This is an optimization exercise on Yosys and OpenROAD, whose aim is small area, not a production implementation.
Function was checked by simulation only, so behaviour that the tests miss may differ from the original.
In runs 4 to 8 the design's own scripts or RTL, not TritonCTS, make the clock network.
The clock input has no modelled driver; a real chip could not lean on it and would need a root buffer or a full tree.
Power and IR drop assume default switching activity.

[flow/run.sh]
#!/bin/bash
# synth_recipe.tcl (not shown) runs the flow's synth.tcl, then flattens the netlist and writes it again
# the make line also repeats each setting of config.mk as NAME=value (left out here)
make -C /OpenROAD-flow-scripts/flow DESIGN_CONFIG=/design/flow/config.mk WORK_HOME=/design/flow/orfs CLKGATE_MAP_FILE= SYNTH_SCRIPT=/design/flow/synth_recipe.tcl finish
[flow/config.mk]
export PLATFORM = sky130hd
export DESIGN_NAME = simondicefinal
export DESIGN_NICKNAME = simondicefinal
export VERILOG_FILES = /design/flow/design.v
export SDC_FILE = /design/flow/constraint.sdc
export NUM_CORES = 4
export LEC_CHECK = 0
export CAP_MARGIN = 20
export CORE_MARGIN = 2
export CORE_UTILIZATION = 60
export CTS_BUF_LIST = sky130_fd_sc_hd__clkbuf_4
export SLEW_MARGIN = 20
[flow/constraint.sdc]
create_clock -name core_clock -period 10.0 [get_ports {clk}]
set_input_delay 2.0000 -clock core_clock [delete_from_list [all_inputs] [get_ports {clk}]]
set_output_delay 2.0000 -clock core_clock [all_outputs]
set_load 0.01 [all_outputs]
[flow/design.v]
module simondicefinal (
  input rst,
  input clk,
  input gen,
  input in1,
  input in2,
  input in3,
  input in4,
  output rgen,
  output led1,
  output led2,
  output led3,
  output led4,
  output win,
  output lose,
  output [3:0] oute
);
  wire r = ~rst;
  wire g = ~gen;
  wire [3:0] b = ~{in4, in3, in2, in1};
  wire any = |b;
  reg [6:0] q;
  reg tk;                
  always @(posedge clk) begin
    if (r) begin
      q <= 7'h7f;
      tk <= 1'b0;
    end else begin
      q <= q + 7'd1;
      tk <= q[1] & ~q[0];
    end
  end
  localparam [3:0] S0 = 4'd0, S1 = 4'd1, S2 = 4'd2, ST = 4'd3, S7 = 4'd4, SH = 4'd5,
                   SP = 4'd6, S13 = 4'd7, S14 = 4'd8, AS = 4'd9, AW = 4'd10, AD = 4'd11,
                   AC = 4'd12, S16 = 4'd13, S28 = 4'd14, S29 = 4'd15;
  reg [3:0] st, ns;
  reg [7:0] c;           
  reg [1:0] k;           
  reg [1:0] c1, c2, c3, c4;    
  reg [3:0] lq;          
  reg [3:0] l;
  wire first = (st == S0);
  wire t16 = c[4];
  wire c161 = c[7] & c[5] & c[0];
  wire [1:0] ck = (k == 2'd0) ? c1 : (k == 2'd1) ? c2 : (k == 2'd2) ? c3 : c4;
  wire [3:0] ohs = 4'b1 << ck;
  wire [3:0] ohk = {ohs[2:0], ohs[3]};     
  wire k3 = (k == 2'd3);
  always @(*) begin
    ns = st;
    case (st)
      S0: ns = S1;
      S1: if (c161) ns = S2; else if (g) ns = ST;
      S2: ns = S1;
      ST: if (t16) ns = k3 ? S7 : S2;
      S7: ns = SH;
      SH: if (t16) ns = k3 ? S13 : SP; else if (any) ns = S14;
      SP: if (t16) ns = SH;
      S13: if (t16) ns = S7;
      S14: ns = (b & ohk) != 4'd0 ? AS : S16;
      AS: if (!any) ns = AW;
      AW: if (any) ns = AD;
      AD: ns = AC;
      AC: ns = (b == ohk) ? (k3 ? S28 : AS) : S16;
      S16: ns = S16;
      S28: ns = S29;
      default: ns = S29;
    endcase
  end
  always @(*) begin
    case (st)
      S0, S1, S2, ST, S7, SP, S13: l = 4'b0;
      SH, AS: l = lq | ohk;
      AW, S28: l = lq | 4'b0001;
      AD: l = (k == 2'd1) ? 4'b0 : lq | 4'b0001;
      AC: l = (k == 2'd1) ? lq | 4'b0001 : (k == 2'd2) ? 4'b0 : lq | ohk;
      S29: l = 4'b1111;
      default: l = lq;
    endcase
  end
  wire cnt = (st == S1) | (st == ST) | (st == SH) | (st == SP) | (st == S13);
  wire cclr = (st == S1) ? (c161 | g) : (t16 | ~cnt);
  always @(posedge clk) begin
    if (r)
      st <= S0;
    else if (tk)
      st <= ns;
  end
  always @(posedge clk) begin
    lq <= l;
    c <= (tk & cclr) ? 8'd0 : c + {7'd0, tk};
    if (tk) begin
      if (first)
        k <= 2'd0;
      else if (((st == ST || st == SH) && t16) || (st == AS && !any))
        k <= k + 2'd1;
      else if (st == SH && any)
        k <= 2'd0;
      if (st == S1) begin
        case (k)
          2'd0: c1 <= c[1:0];
          2'd1: c2 <= c[1:0];
          2'd2: c3 <= c[1:0];
          default: c4 <= c[1:0];
        endcase
      end
    end
  end
  assign rgen = (st == S1) | (st == ST) | (st == S13);
  assign {led4, led3, led2, led1} = l;
  assign win = (st == S29);
  assign lose = (st == S16);
  reg [1:0] m3, m3h;
  wire w3 = m3[1];
  wire w9 = m3[1] & m3h[1];
  always @(posedge clk) begin
    if (r) begin
      m3 <= 2'd0;
      m3h <= 2'd0;
    end else if (tk) begin
      m3 <= w3 ? 2'd0 : m3 + 2'd1;
      if (w3)
        m3h <= m3h[1] ? 2'd0 : m3h + 2'd1;
    end
  end
  wire w4 = q[3] & q[2];
  wire w32 = &q[6:2];
  wire [1:0] p = q[1:0];
  reg [8:0] a0, a1, a2, a3;
  reg f431, f443, f181, f179;
  wire wa = (p == 2'd0) ? f431 : (p == 2'd1) ? f443 : (p == 2'd2) ? f181 : f179;
  wire [8:0] na = first ? 9'd1 : wa ? 9'd0 : a0 + 9'd1;
  always @(posedge clk) begin
    a0 <= a1;
    a1 <= a2;
    a2 <= a3;
    a3 <= na;
  end
  reg [5:0] b0, b1, b2, b3;
  reg f47, f37, f25, f11;
  wire wb = (p == 2'd0) ? f47 : (p == 2'd1) ? f37 : (p == 2'd2) ? f25 : f11;
  wire [5:0] nb = first ? 6'd1 : wb ? 6'd0 : b0 + 6'd1;
  always @(posedge clk) begin
    b0 <= b1;
    b1 <= b2;
    b2 <= b3;
    b3 <= nb;
  end
  always @(posedge clk) begin
    if (r | (tk & first)) begin
      f431 <= 1'b0; f443 <= 1'b0; f181 <= 1'b0; f179 <= 1'b0;
      f47 <= 1'b0; f37 <= 1'b0; f25 <= 1'b0; f11 <= 1'b0;
    end else if (tk) begin
      f431 <= a1[8] & a1[7] & a1[5] & a1[3] & a1[2] & a1[1];    
      f443 <= a2[8] & a2[7] & a2[5] & a2[4] & a2[3] & a2[1];    
      f181 <= a3[7] & a3[5] & a3[4] & a3[2];                    
      f179 <= na[7] & na[5] & na[4] & na[1];                    
      f47 <= b1[5] & b1[3] & b1[2] & b1[1];                     
      f37 <= b2[5] & b2[2];                                     
      f25 <= b3[4] & b3[3];                                     
      f11 <= nb[3] & nb[1];                                     
    end
  end
  wire e_do  = w3 & f11 & f181;
  wire e_re  = w4 & f25 & f47;
  wire e_mi  = f11 & f431;
  wire e_fa  = f25 & f179;
  wire e_sol = w9 & f443;
  wire e_la  = w32 & w3 & f37;
  wire eni = any | win | lose;
  wire co = b[0] ? e_do : b[1] ? e_re : b[2] ? e_mi : b[3] ? e_fa :
            win ? e_sol : lose ? e_la : 1'b0;
  reg coq;
  reg [4:0] ni;
  always @(posedge clk) begin
    if (r) begin
      coq <= 1'b0;
      ni <= 5'd0;
    end else begin
      coq <= co;
      ni <= ni + {4'd0, co & ~coq & eni};
    end
  end
  reg [3:0] d;
  always @(*) begin
    case (ni)
      5'd0: d = 4'h8;  5'd1: d = 4'h9;  5'd2: d = 4'ha;  5'd3: d = 4'hc;
      5'd4: d = 4'hd;  5'd5: d = 4'he;  5'd6: d = 4'hf;  5'd7: d = 4'hf;
      5'd8: d = 4'hf;  5'd9: d = 4'hf;  5'd10: d = 4'he; 5'd11: d = 4'hd;
      5'd12: d = 4'hc; 5'd13: d = 4'hb; 5'd14: d = 4'ha; 5'd15: d = 4'h8;
      5'd16: d = 4'h7; 5'd17: d = 4'h5; 5'd18: d = 4'h4; 5'd19: d = 4'h3;
      5'd20: d = 4'h2; 5'd21: d = 4'h1; 5'd22: d = 4'h0; 5'd23: d = 4'h0;
      5'd24: d = 4'h0; 5'd25: d = 4'h0; 5'd26: d = 4'h1; 5'd27: d = 4'h2;
      5'd28: d = 4'h3; 5'd29: d = 4'h5; 5'd30: d = 4'h6; default: d = 4'h8;
    endcase
  end
  assign oute = d;
endmodule
==> results.ini, run 1 <==
[synth]
ys_seq_area_share_pct=51.3
synth_top_area_cell=dfxtp_1
synth_nets=515
synth-seq-cells=116
synth_edf_count=10
syn-cell-area_um2=4730
synthCells=482
ys_warn_count=1
synth_cell_types=59
async_flop_share_pct=0
syn_area_per_cell_um2=9.80
yosys-top-cells-area=dfxtp_1 45%, ha_1 6.9%, edfxtp_1 6.4%
synth_top_area_share_pct=44.9
synth_flop_cell=dfxtp_1

[power]
p_per_area_nw_per_um2=188
p_leak_nw=2.06
vdd_ir_drop_max_uv=224
switchingPower_uw=256
p_int_uw=740
total_power_uw=996
swShare_pct=25.7
p_comb_share_pct=7.4
pwr-share-seq_pct=53.5
p_clk_share_pct=39.1

[routing]
ant_nets=0
drc_errors=0
drt-initial-drc-count=168
routedWlPerCell_um=14.6
vias_per_cell=5.53
routed_wl_mm=8.98
vias=3413
detail_route.first_pass.iterations=4

[placed_design]
placed_area_um2=4950
place_ws_ns=4.71
numPortBuffers=17
dp.cells=585
hpwlAfterDp_mm=6.26
place.gp.congestion=0.854

[sta]
rsz0062_at_grt=no
finalCriticalPeriod_ns=5.12
maxSlewHeadroom_pct=37.9
hold_viol=0
fmax_mhz=195
tightest_slew_ns=0.929
skew_ns=0.0149
layout_setup_ws_ns=4.88
min_period_over_period_pct=51.2
setup_viol_count_final=0
finalMaxSlewViolations=0
fin_setup_tns_ns=0
hold_slack_ns=0.324

[cts]
numClockSinks=116
root_buffer=clkbuf_4
cts_max_path_buffers=2
cts_resized=0
insertion_delay_ns=0.50
post-cts-setup-buffer-count=0
htree_levels=4
cts_tree=yes
cts_hold_buf=0
path_clk_slew_ns=0.12
cts_buffers=17

[cells_and_area]
post-route-util_pct=68.8
fin_area_um2=5290
n_fill_cell=628
final_common_cell=dfxtp_1
diodes=0
final_cells=617
nets=535
syn_to_final_growth_pct=12.0
layout-drive-gt1-share_pct=8.54
layout_common_cells=106 x dfxtp_1, 54 x nor2_1, 40 x nand2_1

[setup_path]
endpoint_kind=output pin
reg2reg_depth=13
worst_setup_path_start_kind=flip-flop
crit_fanout=7
required_ns=8.00
criticalPathCategory=flip-flop to output pin
crit-reg2reg-capture=oute[0]
arrival_ns=3.12
critPathCapture=led2
r2r-start=st[0]
startpoint=k[0]
rrSetupSlack_ns=6.05

[global_routing]
grt_pass1_wl_mm=15.1
grt_max_degree=27
antenna_found_initial=0
grt_pass1_vias=3245
gr-total-overflow=0
grt_use_total_pct=22.5

[die]
rows=32
core-area_um2=7690
ios=18
initial_core_util_pct=61.5
fp.dieW_um=92.8
dieArea_um2=8600
die_height_um=92.8

[outcome]
status=complete, no violations

[job]
drv_cap=0

[hold_path]
holdCritPathClass=flip-flop to flip-flop

[cell type report]
class                           count  area [um^2]  share of cell area [%]
Multi-Input combinational cell    325         2140                    40.5
Timing Repair Buffer               17          170                    3.22
Clock buffer                       18          135                    2.55
Sequential cell                   116         2420                    45.8
Inverter                           25         93.8                    1.77
Tap cell                          102          128                    2.41
Clock inverter                     14          201                    3.81
[state kept, by name, indices dropped and copies added (netlist names), 4 cells and up]
register	cells
a2	9
oute	4
q	7
st	4
a1	9
a0	9
c	8
a3	9
b2	6
b0	6
lq	4
b1	6
ni	5
b3	6
[cell families after synthesis]
kind of cell / after synthesis / share of synthesized area [%]
AND/OR/NAND/NOR: 188 / 19.9
flip-flops: 116 / 51.3
AO/OA/AOI/OAI: 73 / 10.2
buffers and inverters: 41 / 3.44
adder cells (fa/ha/maj): 27 / 7.10
XOR/XNOR: 25 / 4.63
multiplexers: 12 / 3.42
[cells in the mapped netlist (9+ instances only)]
cell type	number
dfxtp_1	106
nor2_1	54
nand2_1	40
ha_1	26
inv_1	24
a21oi_1	21
nand3_1	21
xor2_1	16
and2_1	15
o21ai_0	13
edfxtp_1	10
clkbuf_1	9
nand4_1	9
xnor2_1	9
[routing by layer]
metal	vias up	part of all wire (%)	track usage [%]	wire (um)
li1	1736	-	-	-
met1	1602	46	28.2	4180
met2	67	49	36.6	4370
met3	8	3.9	6.43	349
met4	0	0.95	8.95	85
met5	-	0	0	0
[power by group through the flow]
| stage | Sequential [mW] | Clock (mW) | Combinational [mW] |
|---|---|---|---|
| after floorplan | 0.529 | 0 | 0.0612 |
| after global placement | 0.541 | 0 | 0.0721 |
| after detailed placement | 0.542 | 0 | 0.0740 |
| after CTS | 0.532 | 0.400 | 0.0744 |
| after global routing | 0.537 | 0.419 | 0.0851 |
| final | 0.532 | 0.390 | 0.0738 |
[critical path, cell delays in order, from the launching register on]
cell             delay (ns)
edfxtp_1               0.48
inv_1                  0.12
ha_1                   0.31
mux2_2                 0.38
mux2i_1                0.14
o21ai_1                0.17
nor3_1                 0.29
a221o_1                0.21
clkdlybuf4s50_1        0.53
[worst min-delay path by stage]
stage                        to   from  slack, ns  depth (start not counted)
after global placement    a0[0]  a1[0]       0.31                          0
after detailed placement  a0[0]  a1[0]       0.31                          0
after global routing      a0[4]  a1[4]       0.32                          0
after floorplan           a0[0]  a1[0]       0.31                          0
after CTS                 a0[4]  a1[4]       0.32                          0
final                     a0[4]  a1[4]       0.32                          0
==> run 2, diff against run 1 <==
--- a/flow/config.mk
+++ b/flow/config.mk
@@ -9,4 +9,3 @@
 export CORE_MARGIN = 2
-export CORE_UTILIZATION = 60
-export CTS_BUF_LIST = sky130_fd_sc_hd__clkbuf_4
+export CORE_UTILIZATION = 40
 export SLEW_MARGIN = 20
==> run 2 against run 1 <==
  * Still clean
  * Clock power rose by 53%
  * Combinational power increased by 1%
  * Wire length up 0.30%
  * Count of clock-buffer cells in the layout up 3
  * Die area grew 48%
  * Sequential cell count unchanged
  * Setup slack improved by 0.14 ns
  * Sequential share of layout area fell by 2.6 points
  * Register-to-register slack about the same
  * Area after synthesis stayed put
  * Critical endpoint unchanged
==> results.ini, run 2 <==
[outcome]
status=complete, no violations

[sta]
setup_viol_count_final=0
min_period_over_period_pct=49.8
tightest_slew_ns=0.814
rsz0062_at_grt=no
finalCriticalPeriod_ns=4.98
hold_viol=0
finalMaxSlewViolations=0
skew_ns=0.00834
maxSlewHeadroom_pct=45.7
fmax_mhz=201
fin_setup_tns_ns=0

[die]
fp.dieW_um=113
rows=39
dieArea_um2=12700
die_height_um=113
core-area_um2=11500
ios=18
initial_core_util_pct=41.2

[routing]
met2WireLength_mm=4.23
vias=3368
drt-initial-drc-count=192
vias_per_cell=5.11
routedWlPerCell_um=13.7
routed_wl_mm=9.01
detail_route.first_pass.iterations=4
wl_met3_um=382
drc_errors=0
wl_met1_mm=4.34
top_layer_used=met4
ant_nets=0

[hold_path]
hold_depth=0
min-delay-start=a3[1]
holdCritPathClass=flip-flop to flip-flop
min_to=a2[1]

[setup_path]
required_ns=8.00
worst_setup_path_start_kind=flip-flop
rrSetupSlack_ns=6.05
crit-reg2reg-capture=oute[1]
criticalPathCategory=flip-flop to output pin
crit_fanout=7
endpoint_kind=output pin
r2r-start=st[0]
arrival_ns=2.98
reg2reg_depth=12

[global_routing]
antenna_found_initial=0
gr-total-overflow=0
grt_max_degree=27
grt_use_total_pct=15.5
grt_pass1_wl_mm=15.4
grt_pass1_vias=3220

[job]
drv_cap=0

[synth]
synthMostInstantiatedCell=dfxtp_1
synthCells=482
synth_top_area_cell=dfxtp_1
synth_nets=515
async_flop_share_pct=0
ys_warn_count=1
netlist_top_cells_count=106 x dfxtp_1, 54 x nor2_1, 40 x nand2_1, 26 x ha_1, 24 x inv_1
synth_top_area_share_pct=44.9
syn-cell-area_um2=4730
synth_edf_count=10
ys_seq_area_share_pct=51.3
synth_cell_types=59
synth-seq-cells=116
syn_area_per_cell_um2=9.80
synth_flop_cell=dfxtp_1
yosys-top-cells-area=dfxtp_1 45%, ha_1 6.9%, edfxtp_1 6.4%

[cells_and_area]
syn_to_final_growth_pct=18.7
final_cells=659
layout-drive-gt1-share_pct=8.53
layout_common_cells=106 x dfxtp_1, 54 x nor2_1, 40 x nand2_1
nets=536
diodes=0
final_common_cell=dfxtp_1

[placed_design]
place.gp.congestion=0.830
dp.cells=627
hpwlAfterDp_mm=6.32
numPortBuffers=17

[power]
p_leak_nw=2.19
p_per_area_nw_per_um2=215
vdd_ir_drop_max_uv=170

[cts]
insertion_delay_ns=0.41
cts_max_path_buffers=2
path_clk_slew_ns=0.05
cts_buffers=17
cts_tree=yes
root_buffer=clkbuf_16
post-cts-setup-buffer-count=0
cts_hold_buf=0
cts_resized=0
numClockSinks=116
htree_levels=4

[run 2: cell counts after synthesis]
No cell type changed its count.
[run 2: critical path, cell delays in order (launching register included)]
cell	delay (ns)
edfxtp_1	0.45
inv_1	0.12
ha_1	0.31
mux2_2	0.37
mux2i_1	0.13
o21ai_1	0.16
nor3_1	0.28
a221o_1	0.20
clkdlybuf4s50_1	0.53
[run 2: layout make-up]
cell class	count	area, um^2
Clock buffer	21	470
Clock inverter	11	124
Fill cell	1037	5860
Inverter	25	93.8
Multi-Input combinational cell	325	2140
Sequential cell	116	2420
Tap cell	143	179
Timing Repair Buffer	18	178
[run 2: through the flow]
step	utilization [%]	instance area, um^2	power [mW]	hold WS, ns	setup WS, ns
floorplan	-	4730	0.590	0.310	5.55
global placement	43.7	5010	0.615	0.310	4.81
detailed placement	43.7	5010	0.617	0.312	4.65
CTS	48.9	5610	1.22	0.323	4.97
global route	48.9	5610	1.25	0.328	4.79
finish	48.9	5610	1.20	0.322	5.02
[run 2: routing by layer]
| metal | vias to the layer above | track usage (%) |
|---|---|---|
| li1 | 1723 | - |
| met1 | 1575 | 20.4 |
| met2 | 64 | 23.5 |
| met3 | 6 | 5.03 |
| met4 | 0 | 6.59 |
| met5 | - | 0 |
[run 2: cell families (layout without fill, tap and decap cells)]
group / Yosys count / after routing / share of synthesized area (%)
buffers and inverters: 41 / 75 / 3.44
adder cells (fa/ha/maj): 27 / 27 / 7.10
XOR/XNOR: 25 / 25 / 4.63
AND/OR/NAND/NOR: 188 / 188 / 19.9
flip-flops: 116 / 116 / 51.3
multiplexers: 12 / 12 / 3.42
AO/OA/AOI/OAI: 73 / 73 / 10.2
[run 2: worst max path at each step]
stage / to / startpoint / slack [ns]
2_1_floorplan: oute[1] / in4 / 5.55
3_3_place_gp: oute[1] / in4 / 4.81
3_5_place_dp: oute[1] / in4 / 4.65
4_1_cts: led2 / k[0] / 4.97
5_1_grt: led4 / k[0] / 4.79
6_report: led2 / k[0] / 5.02
[run 2: where the power goes]
| part | switching [mW] | internal (mW) | total, mW | leakage [nW] |
|---|---|---|---|---|
| registers | 0.0286 | 0.503 | 0.532 | 0.953 |
| logic | 0.0420 | 0.0329 | 0.0749 | 0.939 |
| clock network | 0.210 | 0.387 | 0.597 | 0.294 |
| total | 0.281 | 0.923 | 1.20 | 2.19 |
==> run 3, diff against run 2 <==
--- a/flow/design.v
+++ b/flow/design.v
@@ -174,2 +174,48 @@
   reg [4:0] ni;
+  wire step = co & ~coq & eni;
+  reg nf;
+  always @(*) begin
+    case (ni)
+      5'd0, 5'd1, 5'd2, 5'd3, 5'd4, 5'd5, 5'd6, 5'd7, 5'd8, 5'd9, 5'd11, 5'd13, 5'd15, 5'd26, 5'd28, 5'd30: nf = 1'b1;
+      default: nf = 1'b0;
+    endcase
+  end
+  reg [3:0] d;
+  always @(*) begin
+    case (ni)
+      5'd3: d = 4'h8;
+      5'd7: d = 4'h9;
+      5'd15: d = 4'ha;
+      5'd31: d = 4'hc;
+      5'd30: d = 4'hd;
+      5'd29: d = 4'he;
+      5'd26: d = 4'hf;
+      5'd21: d = 4'hf;
+      5'd10: d = 4'hf;
+      5'd20: d = 4'hf;
+      5'd8: d = 4'he;
+      5'd17: d = 4'hd;
+      5'd2: d = 4'hc;
+      5'd5: d = 4'hb;
+      5'd11: d = 4'ha;
+      5'd23: d = 4'h8;
+      5'd14: d = 4'h7;
+      5'd28: d = 4'h5;
+      5'd25: d = 4'h4;
+      5'd18: d = 4'h3;
+      5'd4: d = 4'h2;
+      5'd9: d = 4'h1;
+      5'd19: d = 4'h0;
+      5'd6: d = 4'h0;
+      5'd13: d = 4'h0;
+      5'd27: d = 4'h0;
+      5'd22: d = 4'h1;
+      5'd12: d = 4'h2;
+      5'd24: d = 4'h3;
+      5'd16: d = 4'h5;
+      5'd0: d = 4'h6;
+      5'd1: d = 4'h8;
+      default: d = 4'h0;
+    endcase
+  end
   always @(posedge clk) begin
@@ -177,20 +223,8 @@
       coq <= 1'b0;
-      ni <= 5'd0;
+      ni <= 5'd3;
     end else begin
       coq <= co;
-      ni <= ni + {4'd0, co & ~coq & eni};
-    end
-  end
-  reg [3:0] d;
-  always @(*) begin
-    case (ni)
-      5'd0: d = 4'h8;  5'd1: d = 4'h9;  5'd2: d = 4'ha;  5'd3: d = 4'hc;
-      5'd4: d = 4'hd;  5'd5: d = 4'he;  5'd6: d = 4'hf;  5'd7: d = 4'hf;
-      5'd8: d = 4'hf;  5'd9: d = 4'hf;  5'd10: d = 4'he; 5'd11: d = 4'hd;
-      5'd12: d = 4'hc; 5'd13: d = 4'hb; 5'd14: d = 4'ha; 5'd15: d = 4'h8;
-      5'd16: d = 4'h7; 5'd17: d = 4'h5; 5'd18: d = 4'h4; 5'd19: d = 4'h3;
-      5'd20: d = 4'h2; 5'd21: d = 4'h1; 5'd22: d = 4'h0; 5'd23: d = 4'h0;
-      5'd24: d = 4'h0; 5'd25: d = 4'h0; 5'd26: d = 4'h1; 5'd27: d = 4'h2;
-      5'd28: d = 4'h3; 5'd29: d = 4'h5; 5'd30: d = 4'h6; default: d = 4'h8;
-    endcase
+      if (step)
+        ni <= {ni[3:0], nf};
+    end
   end
--- a/flow/config.mk
+++ b/flow/config.mk
@@ -7,5 +7,7 @@
 export LEC_CHECK = 0
+export ABC_AREA = 1
 export CAP_MARGIN = 20
 export CORE_MARGIN = 2
-export CORE_UTILIZATION = 40
+export CORE_UTILIZATION = 80
+export CTS_BUF_LIST = sky130_fd_sc_hd__clkbuf_8
 export SLEW_MARGIN = 20
==> run 3 against run 2 <==
  * Global-route usage up 24 points
  * Count of clock-buffer cells in the layout decreased by 12
  * Register-to-register slack better by 0.75 ns
  * Area after synthesis fell by 4.6%
  * Clock power fell by 53%
  * Still clean on timing, DRC and antenna
  * Via count grew 17%
==> results.ini, run 3 <==
[cts]
insertion_delay_ns=0.38
cts_max_path_buffers=2
htree_levels=3
numClockSinks=112
cts_hold_buf=0
cts_buffers=9
cts_tree=yes
cts_resized=0
path_clk_slew_ns=0.11
post-cts-setup-buffer-count=0
root_buffer=clkbuf_8

[sta]
fmax_mhz=203
finalCriticalPeriod_ns=4.92
min_period_over_period_pct=49.2
skew_ns=0.0156
rsz0062_at_grt=no
hold_viol=0
fin_setup_tns_ns=0
maxSlewHeadroom_pct=42.9
tightest_slew_ns=0.846
finalMaxSlewViolations=0
setup_viol_count_final=0

[synth]
synth_top_area_share_pct=45.3
synth-seq-cells=112
ys_seq_area_share_pct=51.9
synth_nets=562
synthCells=532
async_flop_share_pct=0
yosys-top-cells-area=dfxtp_1 45%, nand2_1 7.2%, edfxtp_1 6.7%
netlist_top_cells_count=102 x dfxtp_1, 86 x nand2_1, 72 x nor2_1, 61 x inv_1
syn_area_per_cell_um2=8.48
synth_cell_types=38
syn-cell-area_um2=4510
synth_flop_cell=dfxtp_1
synth_edf_count=10
ys_warn_count=1
synthMostInstantiatedCell=dfxtp_1
synth_top_area_cell=dfxtp_1

[power]
vdd_ir_drop_max_uv=206
p_leak_nw=2.15
p_per_area_nw_per_um2=172

[routing]
drt-initial-drc-count=358
drc_errors=0
vias_per_cell=6.23
vias=3931
detail_route.first_pass.iterations=7
routed_wl_mm=11.8
routedWlPerCell_um=18.7
ant_nets=0

[setup_path]
path_cells=inv_1 > ha_1 > inv_1 > nand2_1 > nand3_1 > o211ai_1 > o21ai_0 > inv_1 > nor2_1 > or2_2 > a21oi_1 > nand3_1 > clkdlybuf4s50_1
required_ns=8.00
endpoint_kind=output pin
arrival_ns=2.92
slowest_delay_ns=0.50
cp_num_buf_inv=4
criticalPathCategory=flip-flop to output pin
crit_top_cell=inv_1
crit_fanout=5
crit_family=buffers and inverters
worst_setup_path_start_kind=flip-flop
slowest_stage=edfxtp_1

[cells_and_area]
nets=584
n_fill_cell=244
final_cells=631
final_common_cell=dfxtp_1
post-route-util_pct=90.4
layout_common_cells=102 x dfxtp_1, 86 x nand2_1, 72 x nor2_1
diodes=0
syn_to_final_growth_pct=9.71
layout-drive-gt1-share_pct=6.08

[die]
ios=18
die_height_um=79.1
rows=27
dieArea_um2=6260
initial_core_util_pct=82.4
fp.dieW_um=79.1
core-area_um2=5470

[global_routing]
grt_max_degree=23
grt_pass1_wl_mm=18.8
grt_use_total_pct=39.9
antenna_found_initial=0
grt_pass1_vias=3896
gr-total-overflow=0

[placed_design]
dp.cells=615
hpwlAfterDp_mm=7.51
place.gp.congestion=0.947
numPortBuffers=17

[job]
drv_cap=0

[outcome]
status=complete, no violations

[hold_path]
holdCritPathClass=flip-flop to flip-flop

-- run 3: layer usage --
layer	GRT usage, %	vias up	wire length (um)
li1	-	1790	-
met1	45.6	1844	4410
met2	68.9	234	5820
met3	9.20	63	891
met4	21.9	0	651
met5	0	-	0
-- run 3: path summary, 6_finish.rpt --
| check | cells past startpoint | to | startpoint | slack [ns] |
|---|---|---|---|---|
| min | 0 | b0[4] | b1[4] | 0.34 |
| min reg2reg | 0 | b0[4] | b1[4] | 0.34 |
| max | 13 | led4 | k[0] | 5.08 |
| max reg2reg | 15 | st[1] | k[0] | 6.80 |
-- run 3: cells by family after synthesis --
| group | count (synthesis) | share of synthesized area [%] |
|---|---|---|
| muxes | 2 | 0.444 |
| and+or+nand+nor | 223 | 21.8 |
| xor gates and xnor gates | 9 | 1.75 |
| AOI/OAI and AO/OA | 94 | 11.8 |
| buffers and inverters | 69 | 5.83 |
| adders and majority gates | 23 | 6.38 |
| DFF | 112 | 51.9 |
-- run 3: where the power goes --
part / leakage (nW) / internal [mW] / switching, mW / total, mW
combinational: 1.13 / 0.0279 / 0.0468 / 0.0747
sequential: 0.919 / 0.476 / 0.0223 / 0.498
clock: 0.105 / 0.102 / 0.177 / 0.279
-- run 3: area by class of cell --
type	instances	area, um^2	area share, %
sequential	112	2340	47.3
timing repair buffer	17	170	3.44
clock buffer	9	124	2.50
clock inverter	7	80.1	1.62
multi-input combinational	351	1910	38.5
inverter	63	236	4.78
tap	72	90.1	1.82
-- run 3: stage by stage --
stage / cell area [um^2] / hold slack [ns] / power [mW] / setup slack, ns
after detailed placement: 4740 / 0.312 / 0.575 / 5.58
after CTS: 4950 / 0.335 / 0.844 / 5.13
after floorplan: 4510 / 0.310 / 0.548 / 6.25
after global placement: 4740 / 0.310 / 0.567 / 5.75
after global routing: 4950 / 0.340 / 0.873 / 4.90
final: 4950 / 0.339 / 0.852 / 5.08
-- run 3: worst reg2reg max path: stages, from the launching register on --
cell,delay [ns]
edfxtp_1,0.47
inv_1,0.09
ha_1,0.26
inv_1,0.11
nand2_1,0.06
nand3_1,0.06
o211ai_1,0.08
o21ai_0,0.12
inv_1,0.12
nor2_1,0.22
ha_1,0.28
nor4_1,0.46
nand3_1,0.20
o2111ai_1,0.14
nand3_1,0.18
a21oi_1,0.25
==> run 4, diff against run 3 <==
==> flow/flow/run.sh (new file) <==
#!/bin/bash
# Layout flow: the standard flow (standard.sh) for synthesis, floorplan,
# placement, routing and finishing; only the clock tree step is replaced by
# clock_tree.tcl, which has the clock port drive four clock buffers, one per
# quadrant of the placed flip-flops, instead of TritonCTS's H-tree with its
# dummy loads. Each tool's output goes to a log file of its own here.
set -euo pipefail
cd "$(dirname "$0")/.."
bash standard.sh synth floorplan place > standard_place.log 2>&1
openroad -no_init -exit flow/clock_tree.tcl > clock_tree.log 2>&1
bash standard.sh finish > standard_finish.log 2>&1
==> flow/flow/clock_tree.tcl (new file) <==
# Clock tree for the placed design: the clock port drives NB buffers, each
# buffer drives the flip-flops of one quadrant (flip-flops split in two by x,
# then each half in two by y). Writes the cts results the standard flow's make expects.
set P $::env(FLOW_HOME)/platforms/$::env(FLOW_PLATFORM)
set R orfs/results/$::env(FLOW_PLATFORM)/simondicefinal/base
read_lef $P/lef/sky130_fd_sc_hd.tlef
read_lef $P/lef/sky130_fd_sc_hd_merged.lef
read_liberty $P/lib/sky130_fd_sc_hd__tt_025C_1v80.lib
read_db $R/3_place.odb
read_sdc $R/3_place.sdc
source $P/setRC.tcl

set block [ord::get_db_block]
set clk [$block findNet clk]
set master [[ord::get_db] findMaster sky130_fd_sc_hd__clkbuf_16]

set sinks {}
foreach it [$clk getITerms] {
  set loc [[$it getInst] getLocation]
  lappend sinks [list [lindex $loc 0] [lindex $loc 1] $it]
}
proc halves {l idx} {
  set l [lsort -integer -index $idx $l]
  set h [expr {[llength $l] / 2}]
  return [list [lrange $l 0 [expr {$h - 1}]] [lrange $l $h end]]
}
set groups {}
foreach half [halves $sinks 0] {
  foreach q [halves $half 1] { lappend groups $q }
}
set i 0
foreach grp $groups {
  set b [odb::dbInst_create $block $master "clkbuf_q$i"]
  set net [odb::dbNet_create $block "clknet_q$i"]
  $net setSigType CLOCK
  [$b findITerm A] connect $clk
  [$b findITerm X] connect $net
  set sx 0
  set sy 0
  foreach s $grp {
    set it [lindex $s 2]
    $it disconnect
    $it connect $net
    set sx [expr {$sx + [lindex $s 0]}]
    set sy [expr {$sy + [lindex $s 1]}]
  }
  set k [llength $grp]
  $b setLocation [expr {$sx / $k}] [expr {$sy / $k}]
  $b setPlacementStatus PLACED
  incr i
}

set_propagated_clock [all_clocks]
detailed_placement
estimate_parasitics -placement
report_clock_skew
puts "worst setup slack [worst_slack -max] hold slack [worst_slack -min]"
check_placement -verbose
write_db $R/4_1_cts.odb
write_sdc -no_timestamp $R/4_cts.sdc
==> flow/standard.sh (new file) <==
#!/bin/bash
# synth_recipe.tcl (not shown) runs the flow's synth.tcl, then flattens the netlist and writes it again
# the make line also repeats each setting of config.mk as NAME=value (left out here)
make -C /OpenROAD-flow-scripts/flow DESIGN_CONFIG=/design/flow/config.mk WORK_HOME=/design/flow/orfs CLKGATE_MAP_FILE= SYNTH_SCRIPT=/design/flow/synth_recipe.tcl "${@:-finish}"
--- a/flow/config.mk
+++ b/flow/config.mk
@@ -11,3 +11,2 @@
 export CORE_UTILIZATION = 80
-export CTS_BUF_LIST = sky130_fd_sc_hd__clkbuf_8
 export SLEW_MARGIN = 20
removed: flow/run.sh
==> run 4 against run 3 <==
  * Core utilization is 1.9 points lower
  * Combinational power shrank 4.6%
  * Highest routed layer unchanged
  * Cell count down 1.9%
  * Setup slack better by 0.24 ns
  * Still clean
==> results.ini, run 4 <==
[global_routing]
grt_use_total_pct=33.1
grt_pass1_wl_mm=16.6
antenna_found_initial=0
grt_pass1_vias=3605
grt_max_degree=29
gr-total-overflow=0

[setup_path]
crit_fanout=5
worst_setup_path_start_kind=flip-flop
cp_num_buf_inv=4
arrival_ns=2.68
required_ns=8.00
slowest_stage=edfxtp_1
slowest_delay_ns=0.50
endpoint_kind=output pin
crit_top_cell=inv_1
crit_family=buffers and inverters
path_cells=inv_1 > ha_1 > inv_1 > nand2_1 > nand3_1 > o211ai_1 > o21ai_0 > inv_1 > nor2_1 > or2_2 > a21oi_1 > nand3_1 > clkdlybuf4s50_1
criticalPathCategory=flip-flop to output pin

[power]
p_per_area_nw_per_um2=154
p_comb_share_pct=9.5
pwr-share-seq_pct=66.4
vdd_ir_drop_max_uv=194
p_leak_nw=2.10
p_int_uw=577
switchingPower_uw=170
swShare_pct=22.8
p_clk_share_pct=24.0

[synth]
yosys-top-cells-area=dfxtp_1 45%, nand2_1 7.2%, edfxtp_1 6.7%
async_flop_share_pct=0
ys_seq_area_share_pct=51.9
synthCells=532
synth_flop_cell=dfxtp_1
synth-seq-cells=112
synth_edf_count=10
synthMostInstantiatedCell=dfxtp_1
synth_cell_types=38
synth_top_area_cell=dfxtp_1
syn_area_per_cell_um2=8.48
synth_nets=562
netlist_top_cells_count=102 x dfxtp_1, 86 x nand2_1, 72 x nor2_1, 61 x inv_1
syn-cell-area_um2=4510
synth_top_area_share_pct=45.3
ys_warn_count=1

[cells_and_area]
nets=579
layout_common_cells=102 x dfxtp_1, 86 x nand2_1, 72 x nor2_1
layout-drive-gt1-share_pct=4.02
fin_area_um2=4840
syn_to_final_growth_pct=7.41
diodes=0
final_common_cell=dfxtp_1

[sta]
rsz0062_at_grt=no
finalMaxSlewViolations=0
fmax_mhz=214
skew_ns=0.0180
hold_viol=0
min_period_over_period_pct=46.8
finalCriticalPeriod_ns=4.68
fin_setup_tns_ns=0
maxSlewHeadroom_pct=43.6
tightest_slew_ns=0.837
setup_viol_count_final=0

[job]
drv_cap=0

[routing]
drt-initial-drc-count=313
ant_nets=0
drc_errors=0
vias_per_cell=6.06
vias=3753
routed_wl_mm=10.2
detail_route.first_pass.iterations=5
routedWlPerCell_um=16.5

[cts]
insertion_delay_ns=0.17
path_clk_slew_ns=0.11

[placed_design]
place.gp.congestion=0.947
hpwlAfterDp_mm=7.51
numPortBuffers=17
placed_area_um2=4740

[die]
core-area_um2=5470
die_height_um=79.1
ios=18
initial_core_util_pct=82.4
fp.dieW_um=79.1
rows=27
dieArea_um2=6260

[outcome]
status=complete, no violations

[hold_path]
holdCritPathClass=flip-flop to flip-flop

run 4: cell counts after synthesis:
No cell type changed its count.
run 4: path summary, 6_finish.rpt:
check                           startpoint  slack (ns)  cells after the start     to
worst max-delay path                  k[0]        5.32                     13   led4
worst min register to register       a3[8]        0.32                      0  a2[8]
worst min-delay path                 a3[8]        0.32                      0  a2[8]
worst max register to register        k[0]        7.00                     16  st[0]
run 4: logic make-up after synthesis:
| family | synth area share (%) |
|---|---|
| simple gates | 21.8 |
| flops | 51.9 |
| compound gates | 11.8 |
| buf+inv | 5.83 |
| fa+ha+maj | 6.38 |
| xor+xnor | 1.75 |
| mux | 0.444 |
run 4: layer usage:
metal / wire (um) / track usage (%) / vias to the layer above
met5: 0 / 0 / -
met4: 265 / 8.45 / 0
met3: 530 / 1.82 / 31
met2: 5180 / 61.2 / 173
met1: 4240 / 42.4 / 1767
li1: - / - / 1782
run 4: power by group through the flow:
stage	clock network, mW	registers [mW]	logic (mW)
global route	0.192	0.499	0.0798
floorplan	0	0.497	0.0503
detailed placement	0	0.506	0.0691
global placement	0	0.504	0.0634
finish	0.179	0.496	0.0713
run 4: final cells by class:
cell class	count	area [um^2]
buffer	4	100
inverter	63	236
fill	277	628
sequential	112	2340
tap	72	90.1
timing repair buffer	17	170
multi-input combinational	351	1910
run 4: worst register-to-register path, delay by kind of cell (launching register included):
| family | cells | cell delay [ns] |
|---|---|---|
| buffers and inverters | 3 | 0.33 |
| and+or+nand+nor | 7 | 1.15 |
| adders and majority gates | 2 | 0.52 |
| AOI/OAI and AO/OA | 4 | 0.40 |
| DFF | 1 | 0.47 |
run 4: stage by stage:
stage / std cells / setup slack [ns] / utilization [%] / total power, mW / hold slack [ns]
2_1_floorplan: 532 / 6.25 / - / 0.548 / 0.310
3_3_place_gp: 615 / 5.75 / 86.7 / 0.567 / 0.310
3_5_place_dp: 615 / 5.58 / 86.7 / 0.575 / 0.312
5_1_grt: 619 / 5.10 / 88.5 / 0.771 / 0.340
6_report: 619 / 5.32 / 88.5 / 0.747 / 0.320
==> run 5, diff against run 4 <==
--- a/flow/design.v
+++ b/flow/design.v
@@ -131,3 +131,3 @@
   wire wa = (p == 2'd0) ? f431 : (p == 2'd1) ? f443 : (p == 2'd2) ? f181 : f179;
-  wire [8:0] na = first ? 9'd1 : wa ? 9'd0 : a0 + 9'd1;
+  wire [8:0] na = first ? 9'd1 : wa ? 9'd0 : {a0[7:0], ~(a0[4] ^ a0[8])};
   always @(posedge clk) begin
@@ -141,3 +141,3 @@
   wire wb = (p == 2'd0) ? f47 : (p == 2'd1) ? f37 : (p == 2'd2) ? f25 : f11;
-  wire [5:0] nb = first ? 6'd1 : wb ? 6'd0 : b0 + 6'd1;
+  wire [5:0] nb = first ? 6'd1 : wb ? 6'd0 : {b0[4:0], ~(b0[4] ^ b0[5])};
   always @(posedge clk) begin
@@ -153,10 +153,10 @@
     end else if (tk) begin
-      f431 <= a1[8] & a1[7] & a1[5] & a1[3] & a1[2] & a1[1];    
-      f443 <= a2[8] & a2[7] & a2[5] & a2[4] & a2[3] & a2[1];    
-      f181 <= a3[7] & a3[5] & a3[4] & a3[2];                    
-      f179 <= na[7] & na[5] & na[4] & na[1];                    
-      f47 <= b1[5] & b1[3] & b1[2] & b1[1];                     
-      f37 <= b2[5] & b2[2];                                     
-      f25 <= b3[4] & b3[3];                                     
-      f11 <= nb[3] & nb[1];                                     
+      f431 <= a1[8] & ~a1[7] & ~a1[6] & ~a1[5] & a1[4] & a1[2] & a1[1] & ~a1[0];
+      f443 <= ~a2[8] & ~a2[7] & ~a2[6] & a2[5] & ~a2[4] & a2[3] & ~a2[2] & ~a2[1] & ~a2[0];
+      f181 <= a3[8] & ~a3[7] & a3[6] & ~a3[4] & ~a3[1];
+      f179 <= ~na[8] & na[6] & ~na[5] & na[4] & ~na[2];
+      f47 <= ~b1[5] & b1[4] & ~b1[3] & ~b1[1];
+      f37 <= ~b2[4] & b2[3] & ~b2[1] & b2[0];
+      f25 <= b3[5] & ~b3[3] & ~b3[0];
+      f11 <= nb[5] & ~nb[4];
     end
==> run 5 against run 4 <==
  * Global-route usage increased by 2.1 points
  * Wire length increased by 6.8%
  * Synthesized cell count increased by 1.1%
  * Sequential cell count unchanged
  * Sequential share of layout area increased by 0.29 points
  * Area after synthesis decreased by 0.44%
  * Fmax decreased by 6.1%
  * Critical path type unchanged
  * Highest routed layer unchanged
==> results.ini, run 5 <==
[setup_path]
slowest_delay_ns=0.54
criticalPathCategory=flip-flop to output pin
worst_setup_path_start_kind=flip-flop
cp_num_buf_inv=3
slowest_stage=clkdlybuf4s50_1
crit_fanout=7
crit_top_cell=nand2_1
crit_family=buffers and inverters
arrival_ns=2.99
path_cells=inv_1 > ha_1 > inv_1 > nand3_1 > o21ai_0 > o21ai_0 > nand2_1 > nand2_1 > nand2_1 > o21ai_0 > nand2_1 > nand4_1 > clkdlybuf4s50_1
required_ns=8.00
endpoint_kind=output pin

[routing]
detail_route.first_pass.iterations=5
drc_errors=0
vias_per_cell=6.02
routedWlPerCell_um=17.5
ant_nets=0
vias=3756
drt-initial-drc-count=369
routed_wl_mm=10.9

[cts]
insertion_delay_ns=0.17
path_clk_slew_ns=0.10

[cells_and_area]
final_cells=624
multiInputGateArea_um2=1800
n_fill_cell=284
diodes=0
nets=582
syn_to_final_growth_pct=7.24
final-seq-area_um2=2340
layout-drive-gt1-share_pct=3.26
layout_common_cells=102 x dfxtp_1, 88 x nand2_1, 80 x inv_1
final_common_cell=dfxtp_1

[synth]
ys_seq_area_share_pct=52.2
syn_area_per_cell_um2=8.35
synth_top_area_cell=dfxtp_1
synth_flop_cell=dfxtp_1
synth_nets=566
synth_cell_types=40
synth-seq-cells=112
syn-cell-area_um2=4490
yosys-top-cells-area=dfxtp_1 45%, nand2_1 7.4%, edfxtp_1 6.7%
netlist_top_cells_count=102 x dfxtp_1, 88 x nand2_1, 80 x inv_1, 71 x nor2_1, 37 x a21oi_1
synthMostInstantiatedCell=dfxtp_1
async_flop_share_pct=0
synthCells=538
ys_warn_count=1
synth_top_area_share_pct=45.5
synth_edf_count=10

[placed_design]
numPortBuffers=17
dp.cells=620
hpwlAfterDp_mm=7.77
place.gp.congestion=0.973

[power]
p_per_area_nw_per_um2=161
vdd_ir_drop_max_uv=215
p_comb_share_pct=10.8
switchingPower_uw=188
swShare_pct=24.2
p_int_uw=589
p_leak_nw=2.10
p_clk_share_pct=23.4
pwr-share-seq_pct=65.8

[sta]
finalCriticalPeriod_ns=4.99
rsz0062_at_grt=no
finalMaxSlewViolations=0
maxSlewHeadroom_pct=58.2
min_period_over_period_pct=49.9
fin_setup_tns_ns=0
hold_viol=0
skew_ns=0.0166
setup_viol_count_final=0
tightest_slew_ns=0.625
hold_slack_ns=0.323
fmax_mhz=201

[die]
core-area_um2=5470
die_height_um=78.9
ios=18
initial_core_util_pct=82.1
rows=27
fp.dieW_um=78.9
dieArea_um2=6230

[global_routing]
grt_use_total_pct=35.3
grt_max_degree=29
grt_pass1_vias=3753
grt_pass1_wl_mm=17.5
antenna_found_initial=0
gr-total-overflow=0

[job]
drv_cap=0

[hold_path]
holdCritPathClass=flip-flop to flip-flop

[outcome]
status=complete, no violations

==> run 5: cell types whose count changed after synthesis, sizes merged, moves of 2 or more <==
cell	change
ha	-2
nor3b	+2
nand3	-10
o211ai	-2
clkinv	+2
o22ai	+3
nor4	+4
o32ai	+2
o21ai	-2
xor2	-3
inv	+19
or2	-5
a21oi	+3
==> run 5: through the flow <==
step	instance area [um^2]	setup slack, ns	power (mW)	utilization, %
finish	4820	5.01	0.777	88.0
global route	4820	4.83	0.802	88.0
detailed placement	4720	5.32	0.599	86.2
global placement	4720	5.58	0.590	86.2
floorplan	4490	6.27	0.568	-
==> run 5: worst reg2reg max path: stages, from the launching register on <==
cell and delay (ns):
edfxtp_1 0.47, inv_1 0.12, ha_1 0.28, inv_1 0.18, nand3_1 0.12, o21ai_0 0.09, o21ai_0 0.45, nand2_1 0.15
inv_1 0.09, ha_1 0.22, nor2_1 0.08, nand2_1 0.09, o21ai_0 0.16, o211ai_1 0.13, o21ai_1 0.18, a21oi_1 0.07
==> run 5: worst paths after layout <==
path         startpoint    end  slack (ns)  cells after the start
max                k[1]   led3        5.01                     13
min               a3[2]  a2[2]        0.32                      0
max reg2reg        k[1]  st[0]        7.01                     15
min reg2reg       a3[2]  a2[2]        0.32                      0
==> run 5: cell type report <==
cell class / count / area share [%]
plain buffers: 4 / 2.08
inverters: 84 / 6.55
multi-input cells: 335 / 37.3
flip-flops and latches: 112 / 48.6
well taps: 72 / 1.87
repair buffers: 17 / 3.53
==> run 5: power by group through the flow <==
stage,sequential [mW],clock [mW],combinational [mW]
floorplan,0.508,0,0.0593
global placement,0.516,0,0.0740
detailed placement,0.519,0,0.0798
global route,0.514,0.193,0.0950
finish,0.511,0.182,0.0839
==> run 5: cells by family (layout without fill, tap and decap cells) <==
logic type	after synthesis	after routing	synth area share, %
and+or+nand+nor	213	213	21.0
DFF	112	112	52.2
AOI/OAI and AO/OA	94	94	11.8
buffers and inverters	91	105	7.80
adders and majority gates	21	21	5.85
xor gates and xnor gates	5	5	0.975
muxes	2	2	0.474
==> run 5: layer usage <==
layer	vias to the layer above	routed length (um)	global-route usage, %
li1	1772	-	-
met1	1743	4200	41.7
met2	191	5560	66.5
met3	50	710	4.20
met4	0	441	11.4
met5	-	0	0
==> run 6, diff against run 5 <==
--- a/flow/design.v
+++ b/flow/design.v
@@ -149,6 +149,3 @@
   always @(posedge clk) begin
-    if (r | (tk & first)) begin
-      f431 <= 1'b0; f443 <= 1'b0; f181 <= 1'b0; f179 <= 1'b0;
-      f47 <= 1'b0; f37 <= 1'b0; f25 <= 1'b0; f11 <= 1'b0;
-    end else if (tk) begin
+    if (tk) begin
       f431 <= a1[8] & ~a1[7] & ~a1[6] & ~a1[5] & a1[4] & a1[2] & a1[1] & ~a1[0];
@@ -170,4 +167,4 @@
   wire eni = any | win | lose;
-  wire co = b[0] ? e_do : b[1] ? e_re : b[2] ? e_mi : b[3] ? e_fa :
-            win ? e_sol : lose ? e_la : 1'b0;
+  wire co = ~first & (b[0] ? e_do : b[1] ? e_re : b[2] ? e_mi : b[3] ? e_fa :
+            win ? e_sol : lose ? e_la : 1'b0);
   reg coq;
==> flow/flow/run.sh (replaced) <==
#!/bin/bash
# Layout flow: the standard flow (standard.sh) with two changes.
#  - Synthesis is the standard one, except that ABC maps the logic with
#    flow/abc_area.script (repeated area mapping) instead of ORFS's
#    abc_area.script; the flip-flops are mapped before ABC, as usual.
#  - The clock tree is built by flow/clock_tree.tcl: the clock port drives
#    four clock buffers, one per quadrant of the placed flip-flops, instead of
#    TritonCTS's H-tree with its dummy loads.
# Each tool's output goes to a log file of its own here.
set -euo pipefail
cd "$(dirname "$0")/.."
rm -rf scripts_abc
cp -r "$FLOW_HOME/scripts" scripts_abc
cp flow/abc_area.script scripts_abc/abc_area.script
bash standard.sh SCRIPTS_DIR="$PWD/scripts_abc" synth > standard_synth.log 2>&1
bash standard.sh floorplan place > standard_place.log 2>&1
openroad -no_init -exit flow/clock_tree.tcl > clock_tree.log 2>&1
bash standard.sh finish > standard_finish.log 2>&1
==> flow/flow/abc_area.script (new file) <==
strash
dch -f
map -a
mfs2
strash
dch -f
map -a
mfs2
strash
dch -f
map -a
mfs2
strash
dch -f
map -a
topo
==> run 6 against run 5 <==
  * Highest routed layer unchanged
  * Register-to-register slack worse by 0.28 ns
  * Core utilization increased by 2.0 points
  * Cell count shrank 11%
  * Combinational power decreased by 4.4%
  * First-iteration DRC count fell by 12%
  * Still clean
  * Critical path type unchanged
  * Power fell by 0.28%
  * Sequential power barely moved
  * Largest cell class unchanged
  * Global-route usage decreased by 0.98 points
  * Critical endpoint is now led2
==> results.ini, run 6 <==
[outcome]
status=complete, no violations

[synth]
synth_nets=493
ys_warn_count=1
synth_top_area_share_pct=44.4
syn-cell-area_um2=4240
synth_edf_count=18
yosys-top-cells-area=dfxtp_1 44%, edfxtp_1 13%, clkinv_1 6.8%
synth_top_area_cell=dfxtp_1
syn_area_per_cell_um2=9.13
synth_cell_types=30
netlist_top_cells_count=94 x dfxtp_1, 77 x clkinv_1, 62 x nor2_1, 52 x nand2_1, 33 x o21ai_0
synthMostInstantiatedCell=dfxtp_1
async_flop_share_pct=0
synth-seq-cells=112
ys_seq_area_share_pct=57.2
synthCells=464
synth_flop_cell=dfxtp_1

[setup_path]
crit_fanout=8
worst_setup_path_start_kind=flip-flop
endpoint_kind=output pin
required_ns=8.00
criticalPathCategory=flip-flop to output pin
arrival_ns=2.80

[die]
core-area_um2=5110
fp.dieW_um=76.8
ios=18
dieArea_um2=5890
initial_core_util_pct=82.9
rows=26
die_height_um=76.8

[cells_and_area]
final-seq-area_um2=2420
final_cells=555
n_fill_cell=230
final_common_cell=dfxtp_1
diodes=0
nets=516
post-route-util_pct=90.0
multiInputGateArea_um2=1530
layout-drive-gt1-share_pct=1.44
syn_to_final_growth_pct=8.45
layout_common_cells=94 x dfxtp_1, 77 x clkinv_1, 62 x nor2_1

[global_routing]
gr-total-overflow=0
grt_pass1_wl_mm=16.3
antenna_found_initial=0
grt_use_total_pct=34.3
grt_pass1_vias=3323
grt_max_degree=29

[power]
p_per_area_nw_per_um2=169
vdd_ir_drop_max_uv=175
p_leak_nw=1.71

[sta]
fmax_mhz=208
maxSlewHeadroom_pct=49.7
hold_viol=0
skew_ns=0.0124
setup_viol_count_final=0
tightest_slew_ns=0.754
rsz0062_at_grt=no
fin_setup_tns_ns=0
finalCriticalPeriod_ns=4.80
finalMaxSlewViolations=0
min_period_over_period_pct=48.0

[routing]
drt-initial-drc-count=326
routed_wl_mm=9.81
vias_per_cell=5.99
vias=3326
ant_nets=0
drc_errors=0
routedWlPerCell_um=17.7
detail_route.first_pass.iterations=5

[placed_design]
dp.cells=551
place.gp.congestion=0.959
hpwlAfterDp_mm=7.05
numPortBuffers=17

[job]
drv_cap=0

[hold_path]
holdCritPathClass=flip-flop to flip-flop

[cts]
insertion_delay_ns=0.17
path_clk_slew_ns=0.11

run 6: worst paths after layout:
check	startpoint	to	slack, ns	depth (start not counted)
worst min register to register	b3[1]	b2[1]	0.34	0
worst min-delay path	b3[1]	b2[1]	0.34	0
worst max register to register	st[0]	ni[0]	6.73	13
worst max-delay path	st[0]	led2	5.20	11
run 6: critical path: stages, from the launching register on:
cell             delay [ns]
dfxtp_1                0.51
clkinv_1               0.17
nor2_1                 0.29
clkinv_1               0.11
nor2_1                 0.38
clkinv_1               0.17
nand2_1                0.12
nor2_1                 0.05
nand2_1                0.10
o21ai_0                0.09
nand2_1                0.10
clkdlybuf4s50_1        0.55
run 6: through the flow:
stage	instance area (um^2)	hold WS, ns	setup WS (ns)	power [mW]
after floorplan	4240	0.310	6.34	0.567
after global placement	4490	0.312	5.62	0.591
after detailed placement	4490	0.313	5.52	0.600
after global routing	4590	0.341	5.04	0.800
final	4590	0.338	5.20	0.775
run 6: report_power, final:
| group | internal (mW) | switching [mW] |
|---|---|---|
| Clock | 0.0739 | 0.106 |
| Combinational | 0.0299 | 0.0503 |
| Sequential | 0.487 | 0.0267 |
run 6: cell families (layout without fill, tap and decap cells):
group,after synthesis,after routing,share of synthesized area (%)
buffers and inverters,77,98,6.82
flip-flops,112,112,57.2
XOR/XNOR,4,4,0.827
adder cells (fa/ha/maj),22,22,6.50
AND/OR/NAND/NOR,159,159,16.2
AO/OA/AOI/OAI,90,90,12.5
run 6: cell type report:
class	count	share of cell area, %
sequential	112	52.7
multi-input combinational	275	33.2
inverter	77	6.29
timing repair buffer	17	3.70
buffer	4	2.18
tap	70	1.91
run 6: per-layer routing:
layer  global-route usage (%)  part of all wire [%]  vias up  routed length, um
met1                     43.1                    40     1538               3910
met4                     10.0                   3.4        0                337
met5                        0                     0        -                  0
met3                     2.12                   5.2       42                514
li1                         -                     -     1596                  -
met2                     63.5                    51      150               5050
==> run 7, diff against run 6 <==
--- a/flow/flow/run.sh
+++ b/flow/flow/run.sh
@@ -8,2 +8,4 @@
 #    TritonCTS's H-tree with its dummy loads.
+#  - Every input and output port still gets a buffer, but the smallest
+#    buffer cell (buf_1) instead of clkdlybuf4s50_1.
 # Each tool's output goes to a log file of its own here.
@@ -15,3 +17,3 @@
 bash standard.sh SCRIPTS_DIR="$PWD/scripts_abc" synth > standard_synth.log 2>&1
-bash standard.sh floorplan place > standard_place.log 2>&1
+BUFFER_PORTS_ARGS="-inputs -outputs -buffer_cell sky130_fd_sc_hd__buf_1" bash standard.sh floorplan place > standard_place.log 2>&1
 openroad -no_init -exit flow/clock_tree.tcl > clock_tree.log 2>&1
==> run 7 against run 6 <==
  * Still clean
  * Sequential cell count is the same
  * Clock power about the same
  * Area after synthesis did not move
  * Wire length down 5.2%
  * Global-route usage is 2.5 points lower
  * Final area down 2.3%
  * Via count increased by 0.54%
  * Combinational power down 6.5%
  * Sequential share of layout area increased by 1.2 points
  * Core utilization down 2.1 points
  * Synthesized cell count did not move
  * Fmax rose by 9.5%
  * Critical path type unchanged
  * Largest cell class unchanged
==> results.ini, run 7 <==
[power]
p_per_area_nw_per_um2=172
p_comb_share_pct=9.7
p_clk_share_pct=23.4
vdd_ir_drop_max_uv=264
p_leak_nw=1.67
pwr-share-seq_pct=66.9
swShare_pct=23.8
switchingPower_uw=184
p_int_uw=587

[sta]
setup_viol_count_final=0
hold_viol=0
finalCriticalPeriod_ns=4.39
fin_setup_tns_ns=0
finalMaxSlewViolations=0
fmax_mhz=228
rsz0062_at_grt=no
tightest_slew_ns=0.794
hold_slack_ns=0.317
layout_setup_ws_ns=5.61
skew_ns=0.0161
min_period_over_period_pct=43.9
maxSlewHeadroom_pct=46.8

[synth]
synthCells=464
synth_top_area_share_pct=44.4
synth_top_area_cell=dfxtp_1
synth-seq-cells=112
synth_nets=493
synth_cell_types=30
syn-cell-area_um2=4240
async_flop_share_pct=0
synthMostInstantiatedCell=dfxtp_1
netlist_top_cells_count=94 x dfxtp_1, 77 x clkinv_1, 62 x nor2_1, 52 x nand2_1, 33 x o21ai_0
synth_flop_cell=dfxtp_1
synth_edf_count=18
ys_warn_count=1
yosys-top-cells-area=dfxtp_1 44%, edfxtp_1 13%, clkinv_1 6.8%
syn_area_per_cell_um2=9.13
ys_seq_area_share_pct=57.2

[global_routing]
grt_max_degree=29
antenna_found_initial=0
gr-total-overflow=0
grt_pass1_vias=3312
grt_pass1_wl_mm=15.4
grt_use_total_pct=31.8

[cts]
insertion_delay_ns=0.17
path_clk_slew_ns=0.11

[placed_design]
place_ws_ns=5.89
numPortBuffers=17
hpwlAfterDp_mm=6.80
placed_area_um2=4390
place.gp.congestion=0.949

[routing]
vias=3344
vias_per_cell=6.03
routed_wl_mm=9.30
detail_route.first_pass.iterations=5
drt-initial-drc-count=237
ant_nets=0
drc_errors=0
routedWlPerCell_um=16.8

[die]
fp.dieW_um=76.8
ios=18
core-area_um2=5110
rows=26
initial_core_util_pct=82.9
dieArea_um2=5890
die_height_um=76.8

[cells_and_area]
post-route-util_pct=87.9
layout_common_cells=94 x dfxtp_1, 77 x clkinv_1, 62 x nor2_1
syn_to_final_growth_pct=5.94
layout-drive-gt1-share_pct=1.44
fin_area_um2=4490
final_common_cell=dfxtp_1
diodes=0
nets=516

[setup_path]
slowest_stage=dfxtp_1
rrSetupSlack_ns=6.63
slowest_delay_ns=0.48
crit_fanout=8
crit-reg2reg-capture=ni[0]
reg2reg_depth=13
startpoint=st[0]
criticalPathCategory=flip-flop to output pin
worst_setup_path_start_kind=flip-flop
r2r-start=st[0]
endpoint_kind=output pin
path_cells=clkinv_1 > nor2_1 > clkinv_1 > nor2_1 > clkinv_1 > nand2_1 > nor2_1 > nand2_1 > o21ai_0 > nand2_1 > buf_1
arrival_ns=2.39
critPathCapture=led2
required_ns=8.00

[hold_path]
holdCritPathClass=flip-flop to flip-flop
min-delay-start=b2[2]

[outcome]
status=complete, no violations

[job]
drv_cap=0

[run 7: cell counts after synthesis]
No cell type changed its count.
[run 7: kinds of logic (layout without fill, tap and decap cells)]
family	after synthesis	after routing	share of synthesized area [%]
AND/OR/NAND/NOR	159	159	16.2
flip-flops	112	112	57.2
AO/OA/AOI/OAI	90	90	12.5
buffers and inverters	77	98	6.82
adder cells (fa/ha/maj)	22	22	6.50
XOR/XNOR	4	4	0.827
[run 7: worst min path at each step]
| stage | endpoint | cells after the start |
|---|---|---|
| floorplan | a0[3] | 0 |
| global placement | a2[2] | 0 |
| detailed placement | a2[2] | 0 |
| global route | b1[2] | 0 |
| finish | b1[2] | 0 |
[run 7: layout make-up]
class	count	area [um^2]
Inverter	77	289
Multi-Input combinational cell	275	1530
Sequential cell	112	2420
Tap cell	70	87.6
Fill cell	266	619
Timing Repair Buffer	17	63.8
Buffer	4	100
[run 7: critical path: cells and delay by family, from the launching register on]
family	cells	cell delay (ns)
flops	1	0.48
simple gates	6	1.01
compound gates	1	0.10
buf+inv	4	0.62
[run 7: metrics by stage]
step | power [mW] | cells
2_1_floorplan | 0.567 | 464
3_3_place_gp | 0.587 | 551
3_5_place_dp | 0.594 | 551
5_1_grt | 0.792 | 555
6_report | 0.770 | 555
[run 7: power groups by stage]
stage / sequential, mW / combinational [mW] / clock (mW)
finish: 0.515 / 0.0750 / 0.180
detailed placement: 0.523 / 0.0713 / 0
floorplan: 0.514 / 0.0529 / 0
global route: 0.518 / 0.0841 / 0.190
global placement: 0.520 / 0.0665 / 0
[run 7: metal layers]
layer  track usage [%]  vias to the layer above  wire length [um]
li1                  -                     1594                 -
met1              40.7                     1565              3850
met2              57.5                      144              4670
met3              2.59                       41               481
met4              9.45                        0               297
met5                 0                        -                 0
==> run 8, diff against run 7 <==
--- a/flow/flow/run.sh
+++ b/flow/flow/run.sh
@@ -1,3 +1,3 @@
 #!/bin/bash
-# Layout flow: the standard flow (standard.sh) with two changes.
+# Layout flow: the standard flow (standard.sh) with these changes.
 #  - Synthesis is the standard one, except that ABC maps the logic with
==> run 8 against run 7 <==
  * Sequential power hardly changed
  * Sequential cell count stayed put
  * Synthesized cell count stayed put
  * Clock skew stayed put
  * Critical path depth stayed put
  * Worst hold slack stayed put
  * Area after synthesis stayed put
  * Via count stayed put
  * Fmax stayed put
  * Clock power hardly changed
  * Largest cell class unchanged
==> results.ini, run 8 <==
[routing]
drt-initial-drc-count=237
detail_route.first_pass.iterations=5
vias=3344
routed_wl_mm=9.30
routedWlPerCell_um=16.8
drc_errors=0
vias_per_cell=6.03
ant_nets=0

[cells_and_area]
n_fill_cell=266
final_common_cell=dfxtp_1
post-route-util_pct=87.9
final_cells=555
layout_common_cells=94 x dfxtp_1, 77 x clkinv_1, 62 x nor2_1
layout-drive-gt1-share_pct=1.44
nets=516
syn_to_final_growth_pct=5.94
diodes=0

[setup_path]
slowest_delay_ns=0.48
crit-reg2reg-capture=ni[0]
path_cells=clkinv_1 > nor2_1 > clkinv_1 > nor2_1 > clkinv_1 > nand2_1 > nor2_1 > nand2_1 > o21ai_0 > nand2_1 > buf_1
crit_family=simple AND/OR/NAND/NOR gates
crit_fanout=8
cp.depth=11
reg2reg_depth=13
endpoint_kind=output pin
rrSetupSlack_ns=6.63
r2r-start=st[0]
critPathCapture=led2
worst_setup_path_start_kind=flip-flop
startpoint=st[0]
cp_num_buf_inv=4
criticalPathCategory=flip-flop to output pin
required_ns=8.00
slowest_stage=dfxtp_1
arrival_ns=2.39

[synth]
syn_area_per_cell_um2=9.13
synth-seq-cells=112
synth_nets=493
synthMostInstantiatedCell=dfxtp_1
synth_edf_count=18
yosys-top-cells-area=dfxtp_1 44%, edfxtp_1 13%, clkinv_1 6.8%
syn-cell-area_um2=4240
async_flop_share_pct=0
ys_seq_area_share_pct=57.2
synth_top_area_share_pct=44.4
synth_cell_types=30
synthCells=464
netlist_top_cells_count=94 x dfxtp_1, 77 x clkinv_1, 62 x nor2_1, 52 x nand2_1, 33 x o21ai_0
synth_top_area_cell=dfxtp_1
synth_flop_cell=dfxtp_1
ys_warn_count=1

[global_routing]
grt_pass1_vias=3312
grt_use_total_pct=31.8
grt_max_degree=29
gr-total-overflow=0
antenna_found_initial=0
grt_pass1_wl_mm=15.4

[die]
ios=18
rows=26
die_height_um=76.8
fp.dieW_um=76.8
core-area_um2=5110
initial_core_util_pct=82.9
dieArea_um2=5890

[sta]
skew_ns=0.0161
rsz0062_at_grt=no
fin_setup_tns_ns=0
finalCriticalPeriod_ns=4.39
min_period_over_period_pct=43.9
tightest_slew_ns=0.794
setup_viol_count_final=0
hold_viol=0
finalMaxSlewViolations=0
maxSlewHeadroom_pct=46.8
fmax_mhz=228

[outcome]
status=complete, no violations

[placed_design]
numPortBuffers=17
hpwlAfterDp_mm=6.80
place.gp.congestion=0.949
dp.cells=551

[cts]
path_clk_slew_ns=0.11
insertion_delay_ns=0.17

[job]
drv_cap=0

[hold_path]
hold_depth=0
holdCritPathClass=flip-flop to flip-flop

[power]
p_per_area_nw_per_um2=172
vdd_ir_drop_max_uv=264
p_leak_nw=1.67

[run 8: cell counts in the layout (fill, tap and decap cells not counted)]
No cell type changed its count.
[run 8: logic make-up (layout without fill, tap and decap cells)]
group	after synthesis	in the layout	synth area share, %
compound gates	90	90	12.5
flops	112	112	57.2
buf+inv	77	98	6.82
fa+ha+maj	22	22	6.50
simple gates	159	159	16.2
xor+xnor	4	4	0.827
[run 8: area by class of cell]
type / instances / area (um^2) / area share (%)
multi-input cells: 275 / 1530 / 34.0
plain buffers: 4 / 100 / 2.23
inverters: 77 / 289 / 6.44
well taps: 70 / 87.6 / 1.95
repair buffers: 17 / 63.8 / 1.42
flip-flops and latches: 112 / 2420 / 54.0
[run 8: through the flow]
| step | hold WS, ns | power [mW] | setup slack (ns) | instance area (um^2) |
|---|---|---|---|---|
| 6_report | 0.317 | 0.770 | 5.61 | 4490 |
| 3_5_place_dp | 0.312 | 0.594 | 5.89 | 4390 |
| 2_1_floorplan | 0.310 | 0.567 | 6.34 | 4240 |
| 3_3_place_gp | 0.312 | 0.587 | 6.03 | 4390 |
| 5_1_grt | 0.336 | 0.792 | 5.40 | 4490 |
[run 8: metal layers]
metal | share of wire (%) | GRT usage (%) | up-vias
li1 | - | - | 1594
met1 | 41 | 40.7 | 1565
met2 | 50 | 57.5 | 144
met3 | 5.2 | 2.59 | 41
met4 | 3.2 | 9.45 | 0
met5 | 0 | 0 | -
[run 8: worst min-delay path by stage]
| stage | startpoint | slack (ns) | endpoint |
|---|---|---|---|
| 2_1_floorplan | a1[3] | 0.31 | a0[3] |
| 6_report | b2[2] | 0.32 | b1[2] |
| 3_3_place_gp | a3[2] | 0.31 | a2[2] |
| 3_5_place_dp | a3[2] | 0.31 | a2[2] |
| 5_1_grt | b2[2] | 0.34 | b1[2] |
[run 8: where the power goes]
group | internal [mW] | switching, mW | leakage (nW)
logic | 0.0254 | 0.0495 | 0.685
clock network | 0.0739 | 0.106 | 0.0493
registers | 0.487 | 0.0281 | 0.932

-- what the ideal ports hide --
How much do the figures lean on ideal ports? The routed layouts below were timed once more, with nothing changed but the port constraints.
Step 1, drivers: a clkbuf_16 drives clk and a buf_2 each remaining input, both assumed.
Step 2 times the ports against the registers' clock, not the clock port: input delays grow and output delays shrink by t, the midpoint of the rising clock arrivals with the driver on.
Slacks: no drivers / after step 1 / after step 2; pairs: no drivers / after step 1.
run	t (ns)	setup WS [ns]	latest minus earliest clock arrival (ns)	worst slew at a driven data input, ns
run 1	0.524	4.877 / 4.847 / 4.686	0.018 / 0.018	0.03
run 2	0.444	5.020 / 4.984 / 4.708	0.009 / 0.009	0.03
run 3	0.409	5.078 / 5.046 / 5.455	0.017 / 0.017	0.03
run 4	0.240	5.317 / 5.238 / 5.479	0.019 / 0.019	0.03
run 5	0.237	5.012 / 4.936 / 5.173	0.017 / 0.018	0.05
run 6	0.232	5.197 / 5.125 / 5.357	0.012 / 0.013	0.04
run 7	0.236	5.613 / 5.537 / 5.773	0.016 / 0.016	0.03
run 8	0.236	5.613 / 5.537 / 5.773	0.016 / 0.016	0.03
After both steps every run listed still meets setup and hold. For run 2, which loses most, drivers alone change the setup slack by -0.036 ns; drivers and shift together by -0.312 ns.
